Context: an optimization exercise on an open-source flow, tuned for small area and a short achievable clock period. The choices shown serve that exercise and are no tape-out recipe.
The RTL was checked by simulation tests, not by an equivalence proof against the original design.

[design/flow/design.v]
module overall_neural_network_training(
	input clock, 
	input reset,
	input inp_1,
	input inp_2,
	input inp_3,
	input inp_4,
	input inp_5,
	input inp_6,
	output outp_1,
	output outp_2,
	output outp_3
);
	wire h_1;
	wire h_2;
	wire h_3;
	wire h_4;
	wire h_5;
	wire h_6;
	wire act_outp_1;
	wire act_outp_2;
	wire act_outp_3;
	reg fin_outp_1;
	reg fin_outp_2;
	reg fin_outp_3;
	reg signed [11:0] wt_h_11; 
	reg signed [11:0] wt_h_12; 
	reg signed [11:0] wt_h_13; 
	reg signed [11:0] wt_h_14; 
	reg signed [11:0] wt_h_15; 
	reg signed [11:0] wt_h_16; 
	reg signed [11:0] wt_h_21; 
	reg signed [11:0] wt_h_22; 
	reg signed [11:0] wt_h_23; 
	reg signed [11:0] wt_h_24; 
	reg signed [11:0] wt_h_25; 
	reg signed [11:0] wt_h_26; 
	reg signed [11:0] wt_h_31; 
	reg signed [11:0] wt_h_32; 
	reg signed [11:0] wt_h_33; 
	reg signed [11:0] wt_h_34; 
	reg signed [11:0] wt_h_35; 
	reg signed [11:0] wt_h_36; 
	reg signed [11:0] wt_h_41; 
	reg signed [11:0] wt_h_42; 
	reg signed [11:0] wt_h_43; 
	reg signed [11:0] wt_h_44; 
	reg signed [11:0] wt_h_45; 
	reg signed [11:0] wt_h_46; 
	reg signed [11:0] wt_h_51; 
	reg signed [11:0] wt_h_52; 
	reg signed [11:0] wt_h_53; 
	reg signed [11:0] wt_h_54; 
	reg signed [11:0] wt_h_55; 
	reg signed [11:0] wt_h_56; 
	reg signed [11:0] wt_h_61; 
	reg signed [11:0] wt_h_62; 
	reg signed [11:0] wt_h_63; 
	reg signed [11:0] wt_h_64; 
	reg signed [11:0] wt_h_65; 
	reg signed [11:0] wt_h_66; 
	reg signed [11:0] wt_o_11; 
	reg signed [11:0] wt_o_12; 
	reg signed [11:0] wt_o_13; 
	reg signed [11:0] wt_o_14; 
	reg signed [11:0] wt_o_15; 
	reg signed [11:0] wt_o_16; 
	reg signed [11:0] wt_o_21; 
	reg signed [11:0] wt_o_22; 
	reg signed [11:0] wt_o_23; 
	reg signed [11:0] wt_o_24; 
	reg signed [11:0] wt_o_25; 
	reg signed [11:0] wt_o_26; 
	reg signed [11:0] wt_o_31; 
	reg signed [11:0] wt_o_32; 
	reg signed [11:0] wt_o_33; 
	reg signed [11:0] wt_o_34; 
	reg signed [11:0] wt_o_35; 
	reg signed [11:0] wt_o_36; 
	wire signed [11:0] dwt_h_11;
	wire signed [11:0] dwt_h_12;
	wire signed [11:0] dwt_h_13;
	wire signed [11:0] dwt_h_14;
	wire signed [11:0] dwt_h_15;
	wire signed [11:0] dwt_h_16;
	wire signed [11:0] dwt_h_21;
	wire signed [11:0] dwt_h_22;
	wire signed [11:0] dwt_h_23;
	wire signed [11:0] dwt_h_24;
	wire signed [11:0] dwt_h_25;
	wire signed [11:0] dwt_h_26;
	wire signed [11:0] dwt_h_31;
	wire signed [11:0] dwt_h_32;
	wire signed [11:0] dwt_h_33;
	wire signed [11:0] dwt_h_34;
	wire signed [11:0] dwt_h_35;
	wire signed [11:0] dwt_h_36;
	wire signed [11:0] dwt_h_41;
	wire signed [11:0] dwt_h_42;
	wire signed [11:0] dwt_h_43;
	wire signed [11:0] dwt_h_44;
	wire signed [11:0] dwt_h_45;
	wire signed [11:0] dwt_h_46;
	wire signed [11:0] dwt_h_51;
	wire signed [11:0] dwt_h_52;
	wire signed [11:0] dwt_h_53;
	wire signed [11:0] dwt_h_54;
	wire signed [11:0] dwt_h_55;
	wire signed [11:0] dwt_h_56;
	wire signed [11:0] dwt_h_61;
	wire signed [11:0] dwt_h_62;
	wire signed [11:0] dwt_h_63;
	wire signed [11:0] dwt_h_64;
	wire signed [11:0] dwt_h_65;
	wire signed [11:0] dwt_h_66;
	wire signed [11:0] dwt_o_11;
	wire signed [11:0] dwt_o_12;
	wire signed [11:0] dwt_o_13;
	wire signed [11:0] dwt_o_14;
	wire signed [11:0] dwt_o_15;
	wire signed [11:0] dwt_o_16;
	wire signed [11:0] dwt_o_21;
	wire signed [11:0] dwt_o_22;
	wire signed [11:0] dwt_o_23;
	wire signed [11:0] dwt_o_24;
	wire signed [11:0] dwt_o_25;
	wire signed [11:0] dwt_o_26;
	wire signed [11:0] dwt_o_31;
	wire signed [11:0] dwt_o_32;
	wire signed [11:0] dwt_o_33;
	wire signed [11:0] dwt_o_34;
	wire signed [11:0] dwt_o_35;
	wire signed [11:0] dwt_o_36;
	wire signed [11:0] wte_h_11 = wt_h_11 + dwt_h_11;
	wire signed [11:0] wte_h_12 = wt_h_12 + dwt_h_12;
	wire signed [11:0] wte_h_13 = wt_h_13 + dwt_h_13;
	wire signed [11:0] wte_h_14 = wt_h_14 + dwt_h_14;
	wire signed [11:0] wte_h_15 = wt_h_15 + dwt_h_15;
	wire signed [11:0] wte_h_16 = wt_h_16 + dwt_h_16;
	wire signed [11:0] wte_h_21 = wt_h_21 + dwt_h_21;
	wire signed [11:0] wte_h_22 = wt_h_22 + dwt_h_22;
	wire signed [11:0] wte_h_23 = wt_h_23 + dwt_h_23;
	wire signed [11:0] wte_h_24 = wt_h_24 + dwt_h_24;
	wire signed [11:0] wte_h_25 = wt_h_25 + dwt_h_25;
	wire signed [11:0] wte_h_26 = wt_h_26 + dwt_h_26;
	wire signed [11:0] wte_h_31 = wt_h_31 + dwt_h_31;
	wire signed [11:0] wte_h_32 = wt_h_32 + dwt_h_32;
	wire signed [11:0] wte_h_33 = wt_h_33 + dwt_h_33;
	wire signed [11:0] wte_h_34 = wt_h_34 + dwt_h_34;
	wire signed [11:0] wte_h_35 = wt_h_35 + dwt_h_35;
	wire signed [11:0] wte_h_36 = wt_h_36 + dwt_h_36;
	wire signed [11:0] wte_h_41 = wt_h_41 + dwt_h_41;
	wire signed [11:0] wte_h_42 = wt_h_42 + dwt_h_42;
	wire signed [11:0] wte_h_43 = wt_h_43 + dwt_h_43;
	wire signed [11:0] wte_h_44 = wt_h_44 + dwt_h_44;
	wire signed [11:0] wte_h_45 = wt_h_45 + dwt_h_45;
	wire signed [11:0] wte_h_46 = wt_h_46 + dwt_h_46;
	wire signed [11:0] wte_h_51 = wt_h_51 + dwt_h_51;
	wire signed [11:0] wte_h_52 = wt_h_52 + dwt_h_52;
	wire signed [11:0] wte_h_53 = wt_h_53 + dwt_h_53;
	wire signed [11:0] wte_h_54 = wt_h_54 + dwt_h_54;
	wire signed [11:0] wte_h_55 = wt_h_55 + dwt_h_55;
	wire signed [11:0] wte_h_56 = wt_h_56 + dwt_h_56;
	wire signed [11:0] wte_h_61 = wt_h_61 + dwt_h_61;
	wire signed [11:0] wte_h_62 = wt_h_62 + dwt_h_62;
	wire signed [11:0] wte_h_63 = wt_h_63 + dwt_h_63;
	wire signed [11:0] wte_h_64 = wt_h_64 + dwt_h_64;
	wire signed [11:0] wte_h_65 = wt_h_65 + dwt_h_65;
	wire signed [11:0] wte_h_66 = wt_h_66 + dwt_h_66;
	wire signed [11:0] wte_o_11 = wt_o_11 + dwt_o_11;
	wire signed [11:0] wte_o_12 = wt_o_12 + dwt_o_12;
	wire signed [11:0] wte_o_13 = wt_o_13 + dwt_o_13;
	wire signed [11:0] wte_o_14 = wt_o_14 + dwt_o_14;
	wire signed [11:0] wte_o_15 = wt_o_15 + dwt_o_15;
	wire signed [11:0] wte_o_16 = wt_o_16 + dwt_o_16;
	wire signed [11:0] wte_o_21 = wt_o_21 + dwt_o_21;
	wire signed [11:0] wte_o_22 = wt_o_22 + dwt_o_22;
	wire signed [11:0] wte_o_23 = wt_o_23 + dwt_o_23;
	wire signed [11:0] wte_o_24 = wt_o_24 + dwt_o_24;
	wire signed [11:0] wte_o_25 = wt_o_25 + dwt_o_25;
	wire signed [11:0] wte_o_26 = wt_o_26 + dwt_o_26;
	wire signed [11:0] wte_o_31 = wt_o_31 + dwt_o_31;
	wire signed [11:0] wte_o_32 = wt_o_32 + dwt_o_32;
	wire signed [11:0] wte_o_33 = wt_o_33 + dwt_o_33;
	wire signed [11:0] wte_o_34 = wt_o_34 + dwt_o_34;
	wire signed [11:0] wte_o_35 = wt_o_35 + dwt_o_35;
	wire signed [11:0] wte_o_36 = wt_o_36 + dwt_o_36;
	spiking_neuron H1(
		.clock(clock),.reset(reset),
		.in1(inp_1),.in2(inp_2),.in3(inp_3),
		.in4(inp_4),.in5(inp_5),.in6(inp_6),
		.wt1(wte_h_11),.wt2(wte_h_12),.wt3(wte_h_13),
		.wt4(wte_h_14),.wt5(wte_h_15),.wt6(wte_h_16),
		.out(h_1)
	);
	stdp_learning LH11(
		.clock(clock),.reset(reset),
		.in_neuron(inp_1),.out_neuron(h_1),
		.delta_weight(dwt_h_11)
	);
	stdp_learning LH12(
		.clock(clock),.reset(reset),
		.in_neuron(inp_2),.out_neuron(h_1),
		.delta_weight(dwt_h_12)
	);
	stdp_learning LH13(
		.clock(clock),.reset(reset),
		.in_neuron(inp_3),.out_neuron(h_1),
		.delta_weight(dwt_h_13)
	);
	stdp_learning LH14(
		.clock(clock),.reset(reset),
		.in_neuron(inp_4),.out_neuron(h_1),
		.delta_weight(dwt_h_14)
	);
	stdp_learning LH15(
		.clock(clock),.reset(reset),
		.in_neuron(inp_5),.out_neuron(h_1),
		.delta_weight(dwt_h_15)
	);
	stdp_learning LH16(
		.clock(clock),.reset(reset),
		.in_neuron(inp_6),.out_neuron(h_1),
		.delta_weight(dwt_h_16)
	);
	spiking_neuron H2(
		.clock(clock),.reset(reset),
		.in1(inp_1),.in2(inp_2),.in3(inp_3),
		.in4(inp_4),.in5(inp_5),.in6(inp_6),
		.wt1(wte_h_21),.wt2(wte_h_22),.wt3(wte_h_23),
		.wt4(wte_h_24),.wt5(wte_h_25),.wt6(wte_h_26),
		.out(h_2)
	);
	stdp_learning LH21(
		.clock(clock),.reset(reset),
		.in_neuron(inp_1),.out_neuron(h_2),
		.delta_weight(dwt_h_21)
	);
	stdp_learning LH22(
		.clock(clock),.reset(reset),
		.in_neuron(inp_2),.out_neuron(h_2),
		.delta_weight(dwt_h_22)
	);
	stdp_learning LH23(
		.clock(clock),.reset(reset),
		.in_neuron(inp_3),.out_neuron(h_2),
		.delta_weight(dwt_h_23)
	);
	stdp_learning LH24(
		.clock(clock),.reset(reset),
		.in_neuron(inp_4),.out_neuron(h_2),
		.delta_weight(dwt_h_24)
	);
	stdp_learning LH25(
		.clock(clock),.reset(reset),
		.in_neuron(inp_5),.out_neuron(h_2),
		.delta_weight(dwt_h_25)
	);
	stdp_learning LH26(
		.clock(clock),.reset(reset),
		.in_neuron(inp_6),.out_neuron(h_2),
		.delta_weight(dwt_h_26)
	);
	spiking_neuron H3(
		.clock(clock),.reset(reset),
		.in1(inp_1),.in2(inp_2),.in3(inp_3),
		.in4(inp_4),.in5(inp_5),.in6(inp_6),
		.wt1(wte_h_31),.wt2(wte_h_32),.wt3(wte_h_33),
		.wt4(wte_h_34),.wt5(wte_h_35),.wt6(wte_h_36),
		.out(h_3)
	);
	stdp_learning LH31(
		.clock(clock),.reset(reset),
		.in_neuron(inp_1),.out_neuron(h_3),
		.delta_weight(dwt_h_31)
	);
	stdp_learning LH32(
		.clock(clock),.reset(reset),
		.in_neuron(inp_2),.out_neuron(h_3),
		.delta_weight(dwt_h_32)
	);
	stdp_learning LH33(
		.clock(clock),.reset(reset),
		.in_neuron(inp_3),.out_neuron(h_3),
		.delta_weight(dwt_h_33)
	);
	stdp_learning LH34(
		.clock(clock),.reset(reset),
		.in_neuron(inp_4),.out_neuron(h_3),
		.delta_weight(dwt_h_34)
	);
	stdp_learning LH35(
		.clock(clock),.reset(reset),
		.in_neuron(inp_5),.out_neuron(h_3),
		.delta_weight(dwt_h_35)
	);
	stdp_learning LH36(
		.clock(clock),.reset(reset),
		.in_neuron(inp_6),.out_neuron(h_3),
		.delta_weight(dwt_h_36)
	);
	spiking_neuron H4(
		.clock(clock),.reset(reset),
		.in1(inp_1),.in2(inp_2),.in3(inp_3),
		.in4(inp_4),.in5(inp_5),.in6(inp_6),
		.wt1(wte_h_41),.wt2(wte_h_42),.wt3(wte_h_43),
		.wt4(wte_h_44),.wt5(wte_h_45),.wt6(wte_h_46),
		.out(h_4)
	);
	stdp_learning LH41(
		.clock(clock),.reset(reset),
		.in_neuron(inp_1),.out_neuron(h_4),
		.delta_weight(dwt_h_41)
	);
	stdp_learning LH42(
		.clock(clock),.reset(reset),
		.in_neuron(inp_2),.out_neuron(h_4),
		.delta_weight(dwt_h_42)
	);
	stdp_learning LH43(
		.clock(clock),.reset(reset),
		.in_neuron(inp_3),.out_neuron(h_4),
		.delta_weight(dwt_h_43)
	);
	stdp_learning LH44(
		.clock(clock),.reset(reset),
		.in_neuron(inp_4),.out_neuron(h_4),
		.delta_weight(dwt_h_44)
	);
	stdp_learning LH45(
		.clock(clock),.reset(reset),
		.in_neuron(inp_5),.out_neuron(h_4),
		.delta_weight(dwt_h_45)
	);
	stdp_learning LH46(
		.clock(clock),.reset(reset),
		.in_neuron(inp_6),.out_neuron(h_4),
		.delta_weight(dwt_h_46)
	);
	spiking_neuron H5(
		.clock(clock),.reset(reset),
		.in1(inp_1),.in2(inp_2),.in3(inp_3),
		.in4(inp_4),.in5(inp_5),.in6(inp_6),
		.wt1(wte_h_51),.wt2(wte_h_52),.wt3(wte_h_53),
		.wt4(wte_h_54),.wt5(wte_h_55),.wt6(wte_h_56),
		.out(h_5)
	);
	stdp_learning LH51(
		.clock(clock),.reset(reset),
		.in_neuron(inp_1),.out_neuron(h_5),
		.delta_weight(dwt_h_51)
	);
	stdp_learning LH52(
		.clock(clock),.reset(reset),
		.in_neuron(inp_2),.out_neuron(h_5),
		.delta_weight(dwt_h_52)
	);
	stdp_learning LH53(
		.clock(clock),.reset(reset),
		.in_neuron(inp_3),.out_neuron(h_5),
		.delta_weight(dwt_h_53)
	);
	stdp_learning LH54(
		.clock(clock),.reset(reset),
		.in_neuron(inp_4),.out_neuron(h_5),
		.delta_weight(dwt_h_54)
	);
	stdp_learning LH55(
		.clock(clock),.reset(reset),
		.in_neuron(inp_5),.out_neuron(h_5),
		.delta_weight(dwt_h_55)
	);
	stdp_learning LH56(
		.clock(clock),.reset(reset),
		.in_neuron(inp_6),.out_neuron(h_5),
		.delta_weight(dwt_h_56)
	);
	spiking_neuron H6(
		.clock(clock),.reset(reset),
		.in1(inp_1),.in2(inp_2),.in3(inp_3),
		.in4(inp_4),.in5(inp_5),.in6(inp_6),
		.wt1(wte_h_61),.wt2(wte_h_62),.wt3(wte_h_63),
		.wt4(wte_h_64),.wt5(wte_h_65),.wt6(wte_h_66),
		.out(h_6)
	);
	stdp_learning LH61(
		.clock(clock),.reset(reset),
		.in_neuron(inp_1),.out_neuron(h_6),
		.delta_weight(dwt_h_61)
	);
	stdp_learning LH62(
		.clock(clock),.reset(reset),
		.in_neuron(inp_2),.out_neuron(h_6),
		.delta_weight(dwt_h_62)
	);
	stdp_learning LH63(
		.clock(clock),.reset(reset),
		.in_neuron(inp_3),.out_neuron(h_6),
		.delta_weight(dwt_h_63)
	);
	stdp_learning LH64(
		.clock(clock),.reset(reset),
		.in_neuron(inp_4),.out_neuron(h_6),
		.delta_weight(dwt_h_64)
	);
	stdp_learning LH65(
		.clock(clock),.reset(reset),
		.in_neuron(inp_5),.out_neuron(h_6),
		.delta_weight(dwt_h_65)
	);
	stdp_learning LH66(
		.clock(clock),.reset(reset),
		.in_neuron(inp_6),.out_neuron(h_6),
		.delta_weight(dwt_h_66)
	);
	spiking_neuron O1(
		.clock(clock),.reset(reset),
		.in1(h_1),.in2(h_2),.in3(h_3),
		.in4(h_4),.in5(h_5),.in6(h_6),
		.wt1(wte_o_11),.wt2(wte_o_12),.wt3(wte_o_13),
		.wt4(wte_o_14),.wt5(wte_o_15),.wt6(wte_o_16),
		.out(act_outp_1)
	);
	stdp_learning LO11(
		.clock(clock),.reset(reset),
		.in_neuron(h_1),.out_neuron(act_outp_1),
		.delta_weight(dwt_o_11)
	);
	stdp_learning LO12(
		.clock(clock),.reset(reset),
		.in_neuron(h_2),.out_neuron(act_outp_1),
		.delta_weight(dwt_o_12)
	);
	stdp_learning LO13(
		.clock(clock),.reset(reset),
		.in_neuron(h_3),.out_neuron(act_outp_1),
		.delta_weight(dwt_o_13)
	);
	stdp_learning LO14(
		.clock(clock),.reset(reset),
		.in_neuron(h_4),.out_neuron(act_outp_1),
		.delta_weight(dwt_o_14)
	);
	stdp_learning LO15(
		.clock(clock),.reset(reset),
		.in_neuron(h_5),.out_neuron(act_outp_1),
		.delta_weight(dwt_o_15)
	);
	stdp_learning LO16(
		.clock(clock),.reset(reset),
		.in_neuron(h_6),.out_neuron(act_outp_1),
		.delta_weight(dwt_o_16)
	);
	spiking_neuron O2(
		.clock(clock),.reset(reset),
		.in1(h_1),.in2(h_2),.in3(h_3),
		.in4(h_4),.in5(h_5),.in6(h_6),
		.wt1(wte_o_21),.wt2(wte_o_22),.wt3(wte_o_23),
		.wt4(wte_o_24),.wt5(wte_o_25),.wt6(wte_o_26),
		.out(act_outp_2)
	);
	stdp_learning LO21(
		.clock(clock),.reset(reset),
		.in_neuron(h_1),.out_neuron(act_outp_2),
		.delta_weight(dwt_o_21)
	);
	stdp_learning LO22(
		.clock(clock),.reset(reset),
		.in_neuron(h_2),.out_neuron(act_outp_2),
		.delta_weight(dwt_o_22)
	);
	stdp_learning LO23(
		.clock(clock),.reset(reset),
		.in_neuron(h_3),.out_neuron(act_outp_2),
		.delta_weight(dwt_o_23)
	);
	stdp_learning LO24(
		.clock(clock),.reset(reset),
		.in_neuron(h_4),.out_neuron(act_outp_2),
		.delta_weight(dwt_o_24)
	);
	stdp_learning LO25(
		.clock(clock),.reset(reset),
		.in_neuron(h_5),.out_neuron(act_outp_2),
		.delta_weight(dwt_o_25)
	);
	stdp_learning LO26(
		.clock(clock),.reset(reset),
		.in_neuron(h_6),.out_neuron(act_outp_2),
		.delta_weight(dwt_o_26)
	);
	spiking_neuron O3(
		.clock(clock),.reset(reset),
		.in1(h_1),.in2(h_2),.in3(h_3),
		.in4(h_4),.in5(h_5),.in6(h_6),
		.wt1(wte_o_31),.wt2(wte_o_32),.wt3(wte_o_33),
		.wt4(wte_o_34),.wt5(wte_o_35),.wt6(wte_o_36),
		.out(act_outp_3)
	);
	stdp_learning LO31(
		.clock(clock),.reset(reset),
		.in_neuron(h_1),.out_neuron(act_outp_3),
		.delta_weight(dwt_o_31)
	);
	stdp_learning LO32(
		.clock(clock),.reset(reset),
		.in_neuron(h_2),.out_neuron(act_outp_3),
		.delta_weight(dwt_o_32)
	);
	stdp_learning LO33(
		.clock(clock),.reset(reset),
		.in_neuron(h_3),.out_neuron(act_outp_3),
		.delta_weight(dwt_o_33)
	);
	stdp_learning LO34(
		.clock(clock),.reset(reset),
		.in_neuron(h_4),.out_neuron(act_outp_3),
		.delta_weight(dwt_o_34)
	);
	stdp_learning LO35(
		.clock(clock),.reset(reset),
		.in_neuron(h_5),.out_neuron(act_outp_3),
		.delta_weight(dwt_o_35)
	);
	stdp_learning LO36(
		.clock(clock),.reset(reset),
		.in_neuron(h_6),.out_neuron(act_outp_3),
		.delta_weight(dwt_o_36)
	);
	always@(posedge clock) 
		begin
			casex({act_outp_1,act_outp_2,act_outp_3}) 
				3'b1xx: {fin_outp_1,fin_outp_2,fin_outp_3} <= 3'b100; 
				3'b01x: {fin_outp_1,fin_outp_2,fin_outp_3} <= 3'b010; 
				3'b001: {fin_outp_1,fin_outp_2,fin_outp_3} <= 3'b001; 
				default: {fin_outp_1,fin_outp_2,fin_outp_3} <= 3'b000; 
			endcase
		end
	always@(posedge clock or posedge reset)
		begin
			if(reset == 1'b1) 
				begin
					wt_h_11 <= - 12'sd23;
					wt_h_12 <= + 12'sd14;
					wt_h_13 <= - 12'sd36;
					wt_h_14 <= + 12'sd23;
					wt_h_15 <= - 12'sd10;
					wt_h_16 <= + 12'sd25;
					wt_h_21 <= + 12'sd32;
					wt_h_22 <= - 12'sd15;
					wt_h_23 <= + 12'sd18;
					wt_h_24 <= - 12'sd37;
					wt_h_25 <= - 12'sd27;
					wt_h_26 <= + 12'sd12;
					wt_h_31 <= - 12'sd22;
					wt_h_32 <= + 12'sd21;
					wt_h_33 <= - 12'sd21;
					wt_h_34 <= + 12'sd16;
					wt_h_35 <= - 12'sd13;
					wt_h_36 <= + 12'sd8;
					wt_h_41 <= + 12'sd19;
					wt_h_42 <= - 12'sd25;
					wt_h_43 <= + 12'sd31;
					wt_h_44 <= + 12'sd33;
					wt_h_45 <= - 12'sd15;
					wt_h_46 <= + 12'sd29;
					wt_h_51 <= - 12'sd5;
					wt_h_52 <= + 12'sd21;
					wt_h_53 <= - 12'sd19;
					wt_h_54 <= + 12'sd3;
					wt_h_55 <= - 12'sd15;
					wt_h_56 <= + 12'sd19;
					wt_h_61 <= - 12'sd31;
					wt_h_62 <= + 12'sd28;
					wt_h_63 <= - 12'sd12;
					wt_h_64 <= + 12'sd37;
					wt_h_65 <= - 12'sd22;
					wt_h_66 <= + 12'sd5;
					wt_o_11 <= - 12'sd11;
					wt_o_12 <= - 12'sd30;
					wt_o_13 <= + 12'sd27;
					wt_o_14 <= + 12'sd20;
					wt_o_15 <= - 12'sd19;
					wt_o_16 <= + 12'sd2;
					wt_o_21 <= - 12'sd28;
					wt_o_22 <= + 12'sd34;
					wt_o_23 <= + 12'sd6;
					wt_o_24 <= - 12'sd30;
					wt_o_25 <= - 12'sd3;
					wt_o_26 <= + 12'sd16;
					wt_o_31 <= - 12'sd30;
					wt_o_32 <= + 12'sd25;
					wt_o_33 <= - 12'sd29;
					wt_o_34 <= + 12'sd35;
					wt_o_35 <= - 12'sd10;
					wt_o_36 <= + 12'sd5;
				end
			else
				begin
					wt_h_11 <= wte_h_11;
					wt_h_12 <= wte_h_12;
					wt_h_13 <= wte_h_13;
					wt_h_14 <= wte_h_14;
					wt_h_15 <= wte_h_15;
					wt_h_16 <= wte_h_16;
					wt_h_21 <= wte_h_21;
					wt_h_22 <= wte_h_22;
					wt_h_23 <= wte_h_23;
					wt_h_24 <= wte_h_24;
					wt_h_25 <= wte_h_25;
					wt_h_26 <= wte_h_26;
					wt_h_31 <= wte_h_31;
					wt_h_32 <= wte_h_32;
					wt_h_33 <= wte_h_33;
					wt_h_34 <= wte_h_34;
					wt_h_35 <= wte_h_35;
					wt_h_36 <= wte_h_36;
					wt_h_41 <= wte_h_41;
					wt_h_42 <= wte_h_42;
					wt_h_43 <= wte_h_43;
					wt_h_44 <= wte_h_44;
					wt_h_45 <= wte_h_45;
					wt_h_46 <= wte_h_46;
					wt_h_51 <= wte_h_51;
					wt_h_52 <= wte_h_52;
					wt_h_53 <= wte_h_53;
					wt_h_54 <= wte_h_54;
					wt_h_55 <= wte_h_55;
					wt_h_56 <= wte_h_56;
					wt_h_61 <= wte_h_61;
					wt_h_62 <= wte_h_62;
					wt_h_63 <= wte_h_63;
					wt_h_64 <= wte_h_64;
					wt_h_65 <= wte_h_65;
					wt_h_66 <= wte_h_66;
					wt_o_11 <= wte_o_11;
					wt_o_12 <= wte_o_12;
					wt_o_13 <= wte_o_13;
					wt_o_14 <= wte_o_14;
					wt_o_15 <= wte_o_15;
					wt_o_16 <= wte_o_16;
					wt_o_21 <= wte_o_21;
					wt_o_22 <= wte_o_22;
					wt_o_23 <= wte_o_23;
					wt_o_24 <= wte_o_24;
					wt_o_25 <= wte_o_25;
					wt_o_26 <= wte_o_26;
					wt_o_31 <= wte_o_31;
					wt_o_32 <= wte_o_32;
					wt_o_33 <= wte_o_33;
					wt_o_34 <= wte_o_34;
					wt_o_35 <= wte_o_35;
					wt_o_36 <= wte_o_36;
				end
		end
	assign {outp_1,outp_2,outp_3} = {fin_outp_1,fin_outp_2,fin_outp_3}; 
endmodule
module spiking_neuron(
	input clock, 
	input reset, 
	input in1,
	input in2,
	input in3,
	input in4,
	input in5,
	input in6,
	input signed [11:0] wt1,
	input signed [11:0] wt2,
	input signed [11:0] wt3,
	input signed [11:0] wt4,
	input signed [11:0] wt5,
	input signed [11:0] wt6,
	output out
);
	localparam signed [19:0] V_rest = + 20'sd10; 
	localparam signed [19:0] V_thre = + 20'sd3700; 
	localparam signed [19:0] V_leak = - 20'sd3; 
	reg signed [19:0] wt_sum; 
	reg signed [19:0] V_memb_now; 
	reg signed [19:0] V_memb_prev; 
	reg out_final; 
	always@(posedge clock or posedge reset) 
		begin
			if(reset == 1'b1) 
				begin
					V_memb_now = 20'd0; 
					V_memb_prev = V_rest; 
					out_final <= 1'b0; 
				end
			else
				begin
					wt_sum = (in1*wt1)+(in2*wt2)+(in3*wt3)+(in4*wt4)+(in5*wt5)+(in6*wt6);
					V_memb_now = V_memb_prev + wt_sum + V_leak;
					V_memb_now = (V_memb_now >= V_rest) ? V_memb_now : V_rest;
					if(V_memb_now >= V_thre) 
						begin
							out_final <= 1'b1; 
							V_memb_now = 20'd0; 
							V_memb_prev = V_rest; 
						end
					else
						begin
							out_final <= 1'b0; 
							V_memb_prev = V_memb_now; 
							V_memb_now = 20'd0; 
						end
				end
		end
	assign out = out_final; 
endmodule
module stdp_learning(
	input clock, 
	input reset, 
	input in_neuron, 
	input out_neuron, 
	output signed [11:0] delta_weight
);
	reg signed [11:0] delta_weight_reg; 
	localparam signed [11:0] A_pluss = + 12'sd1; 
	localparam signed [11:0] A_minus = - 12'sd2; 
	localparam signed [11:0] A_maxi = + 12'sd3; 
	localparam [11:0] thres_pluss = 12'd3; 
	localparam [11:0] thres_minus = 12'd2; 
	reg [11:0] count_pluss_now; 
	reg [11:0] count_minus_now; 
	reg [11:0] count_pluss_prev; 
	reg [11:0] count_minus_prev; 
	always@(posedge clock or posedge reset) 
		begin
			if(reset == 1'b1) 
				begin
					delta_weight_reg <= 12'd0; 
					count_pluss_now = 12'd0; 
					count_minus_now = 12'd0; 
					count_pluss_prev = 12'd0; 
					count_minus_prev = 12'd0; 
				end
			else
				begin
					if(in_neuron == 1'b0 && out_neuron == 1'b0) 
						begin
							delta_weight_reg <= 12'd0; 
							count_pluss_now = count_pluss_prev + 12'd1;
							count_minus_now = count_minus_prev + 12'd1;
							count_pluss_prev = count_pluss_now; 
							count_minus_prev = count_minus_now; 
						end
					else if(in_neuron == 1'b0 && out_neuron == 1'b1) 
						begin
							count_pluss_now = count_pluss_prev + 12'd1;
							if(count_pluss_now <= thres_pluss) 
								begin
									delta_weight_reg <= A_pluss * (12'd1 - (count_pluss_now >>> 1));
									count_pluss_prev = count_pluss_now; 
									count_minus_prev = count_minus_now; 
								end
							else 
								begin
									delta_weight_reg <= 12'd0; 
									count_pluss_prev = count_pluss_now; 
									count_minus_prev = count_minus_now; 
								end
						end
					else if(in_neuron == 1'b1 && out_neuron == 1'b0) 
						begin
							count_minus_now = count_minus_prev + 12'd1;
							if(count_minus_now <= thres_minus) 
								begin
									delta_weight_reg <= A_minus * (12'd1 + (count_minus_now >>> 1));
									count_pluss_prev = count_pluss_now; 
									count_minus_prev = count_minus_now; 
								end
							else 
								begin
									delta_weight_reg <= 12'd0; 
									count_pluss_prev = count_pluss_now; 
									count_minus_prev = count_minus_now; 
								end
						end
					else if(in_neuron == 1'b1 && out_neuron == 1'b1) 
						begin
							delta_weight_reg <= A_maxi; 
							count_pluss_now = count_pluss_prev; 
							count_minus_now = count_minus_prev; 
							count_pluss_prev = 12'd0; 
							count_minus_prev = 12'd0; 
						end
					else 
						begin
							delta_weight_reg <= 12'd0; 
							count_pluss_now = count_pluss_prev; 
							count_minus_now = count_minus_prev; 
							count_pluss_prev = 12'd0; 
							count_minus_prev = 12'd0; 
						end
				end
		end
	assign delta_weight = delta_weight_reg; 
endmodule
[design/flow/run.sh]
#!/bin/bash
# synth_recipe.tcl (not shown) runs the flow's synth.tcl, then flattens the netlist and writes it again
# the make line also repeats each setting of config.mk as NAME=value (left out here)
make -C /OpenROAD-flow-scripts/flow DESIGN_CONFIG=/design/flow/config.mk WORK_HOME=/design/flow/orfs CLKGATE_MAP_FILE= SYNTH_SCRIPT=/design/flow/synth_recipe.tcl finish
[design/flow/config.mk]
export PLATFORM = sky130hd
export DESIGN_NAME = overall_neural_network_training
export DESIGN_NICKNAME = overall_neural_network_training
export VERILOG_FILES = /design/flow/design.v
export SDC_FILE = /design/flow/constraint.sdc
export NUM_CORES = 4
export LEC_CHECK = 0
export CAP_MARGIN = 20
export CORE_MARGIN = 2
export CORE_UTILIZATION = 40
export SLEW_MARGIN = 20
[design/flow/constraint.sdc]
create_clock -name core_clock -period 10.0 [get_ports {clock}]
set_input_delay 2.0000 -clock core_clock [delete_from_list [all_inputs] [get_ports {clock}]]
set_output_delay 2.0000 -clock core_clock [all_outputs]
set_load 0.01 [all_outputs]
==> impl_metrics.ini <==
[worst_setup_path]
required_ns = 10.92
slowest_stage = fa_1
max_stage_delay_ns = 0.54
arrival_ns = 9.15
start_kind = flop
worst-path-buf-inv = 4
endpoint_kind = flop
cpMostUsedCell = fa_1
critPathTopFamily = adder cells
cp_max_fo = 11
crit_type = reg2reg

[sta]
fin_ws_ns = 1.77
maxSlewHeadroom = 0.269
rsz0062_at_grt = no
drv_slew = 0
post-route-period-util = 0.823
tns_ns = 0
layout_min_cycle_time_ns = 8.23
worstMarginPinSlew_ns = 1.09
hold_ws_ns = 0.412
fmax_ghz = 0.121
setup_viol = 0
hold_viol_final = 0
fin_skew_ns = 0.131

[clock_network]
clkTransAtPathRegs_ns = 0.06
clock_latency_ns = 1.10
ctsRootBufferMaster = clkbuf_16
htreeDepth = 5
ctsHoldBuffers = 0
clkSinkCount = 4080
ctsResizeCount = 0
tritoncts.num_buffers = 475
clock_path_buffers = 4
postCtsSetupRepairBufs = 0
tritoncts = done

[logic_synthesis]
synth_top_family_by_area = adder cells
yosys.area_share.simple = 0.108
synth_warnings = 3
synth_ff_type = dfrtp_1
synthTopCellsByArea = dfrtp_1, fa_1, ha_1
synth_top_cell_by_area = dfrtp_1
synth.most_common_cell = inv_1
synth.top_cell.area_share = 0.316
synth_compound_area_frac = 0.120
synth_edf_count = 0
synth_cell_types = 108
netlist_instances = 30200
synth_xor_area_frac = 0.102
synthAdderAreaFrac = 0.252
ys_seq_area_frac = 0.345
ys_ff_latch = 4080
synth_area_sq_mm = 0.297
synth_mux_area_frac = 0.00575
async_flop_share = 0.999
synth_common_cells = inv_1, dfrtp_1, ha_1, nand2_1, xnor2_1
avgSynthCellArea_sq_um = 9.84

[grt]
grt_use_met1 = 0.249
antenna_found_initial = 33
grt_max_degree = 173
grt_use_total = 0.175
grt_overflow = 0
grt_pass1_vias = 211000
grt_busiest_layer = met2
met2_usage = 0.284
grt_pass1_wl_um = 1100000
grtUsageMet3 = 0.0214

[drt]
first_iter_violations = 11100
vias_per_cell = 4.98
drc_errors = 0
drt_pass1_iterations = 6
antenna_left = 0
routed_wl_um = 650000
num_vias = 202000
wire_per_inst_um = 16.1

[placed_design]
numPlacedInstances = 39600
dpl-instance-area_sq_mm = 0.309
port_buffers = 10
pre_cts_slack_ns = 1.24
hpwl_um = 489000
gp_congestion = 0.848

[finish]
multi_input_area_sq_mm = 0.175
fin_util = 0.440
seq_area_sq_mm = 0.103
final_cells = 40500
syn_to_final_growth_pct = 9.80
drive_gt1_frac = 0.0533
final_net_count = 35000
final_area_sq_mm = 0.326
nFillCells = 70500

[floorplanning]
core_sq_mm = 0.740
num_io_pins = 11
die_x_um = 865
fp.dieArea_sq_mm = 0.749
rows = 316
start_util = 0.401
die_h_um = 865

[worst_hold_path]
hp-class = reg2reg

[flow_run]
cap_viol_max_count = 0

[status]
run_status = timing/DRC/antenna clean
path summary, 6_finish.rpt:
kind / slack (ns) / depth (start not counted) / endpoint / startpoint
setup / recovery: 1.77 / 31 / H2.V_memb_prev[3] / wt_h_23[0]
hold / removal: 0.41 / 1 / LH51.count_pluss_now[11] / LH51.count_pluss_prev[11]
setup reg to reg: 1.77 / 31 / H2.V_memb_prev[3] / wt_h_23[0]
hold reg to reg: 0.41 / 1 / LH51.count_pluss_now[11] / LH51.count_pluss_prev[11]
max in group asynchronous: 6.36 / 4 / LH61.count_minus_now[5] / reset
min in group asynchronous: 1.84 / 3 / LH26.count_minus_prev[4] / reset
worst register-to-register path, delay by kind of cell (launching register included):
| family | cells | cell delay, ns |
|---|---|---|
| fa+ha+maj | 7 | 2.84 |
| simple gates | 9 | 2.25 |
| compound gates | 10 | 2.03 |
| mux | 1 | 0.39 |
| flops | 1 | 0.37 |
| buf+inv | 4 | 0.25 |
layer usage:
metal	wire length, um	part of all wire
met5	23	0.000035
met4	16400	0.025
met3	24800	0.038
met2	296000	0.46
met1	313000	0.48
cell families (layout without fill, tap and decap cells):
| group | Yosys count | count (layout) |
|---|---|---|
| XOR/XNOR | 3426 | 3426 |
| other | 1 | 96 |
| AO/OA/AOI/OAI | 5566 | 5566 |
| buffers and inverters | 5339 | 5724 |
| adder cells (fa/ha/maj) | 4788 | 4788 |
| AND/OR/NAND/NOR | 6811 | 6811 |
| multiplexers | 157 | 157 |
| flip-flops | 4080 | 4080 |
cell type report:
cell class	count	share of cell area
antenna	24	0.000184
clock buffer	643	0.0414
clock inverter	262	0.0108
inverter	4578	0.0528
multi-input combinational	20800	0.536
sequential	4080	0.315
tap	9858	0.0378
timing repair buffer	241	0.00665
cell usage in the layout (no fill, tap or decap), types with 68 or more instances in the layout:
master	netlist	layout
a211oi_1	68	68
a21boi_0	107	107
a21o_1	1792	1792
a21oi_1	1015	1015
and2_1	296	296
and3_1	226	226
buf_4	1	206
clkbuf_1	656	74
clkbuf_16	0	477
clkbuf_8	0	97
clkinv_2	0	98
conb_1	1	72
dfrtp_1	3747	3738
dfstp_2	330	330
fa_1	1998	1998
ha_1	2790	2790
inv_1	4570	4565
mux2_2	107	107
nand2_1	2586	2586
nand2b_1	205	205
nand3_1	803	803
nand3b_1	85	85
nand4_1	183	183
nor2_1	1404	1390
nor2b_1	153	150
nor3_1	356	355
nor4_1	119	119
o21a_1	77	77
o21ai_0	1608	1608
o21bai_1	237	237
o22ai_1	135	135
o41ai_1	68	68
xnor2_1	2258	2258
xor2_1	1154	1154

==> re-timing with driven ports <==
In the flow no input, the clock included, has a driving cell. The finished layout below was timed again as built, in two steps. Step 1, drivers: a clkbuf_16 drives clock and a buf_2 each remaining input, both assumed. Step 2 also shifts input and output timing later by t, the mid clock arrival at the registers, as if the neighbouring blocks saw the same clock. Slacks: no drivers / after step 1 / after step 2; pairs: no drivers / after step 1.
t, ns: 1.165
slack for setup (ns): 1.769 / 1.769 / 1.160
worst setup path after step 2: input to register
clock arrival spread, ns: 0.135 / 0.134
worst slew at a driven data input, ns: 0.14
After both steps setup and hold are still met in this run. The setup slack of this run moves by 0.000 ns with the drivers and by -0.609 ns with both steps.
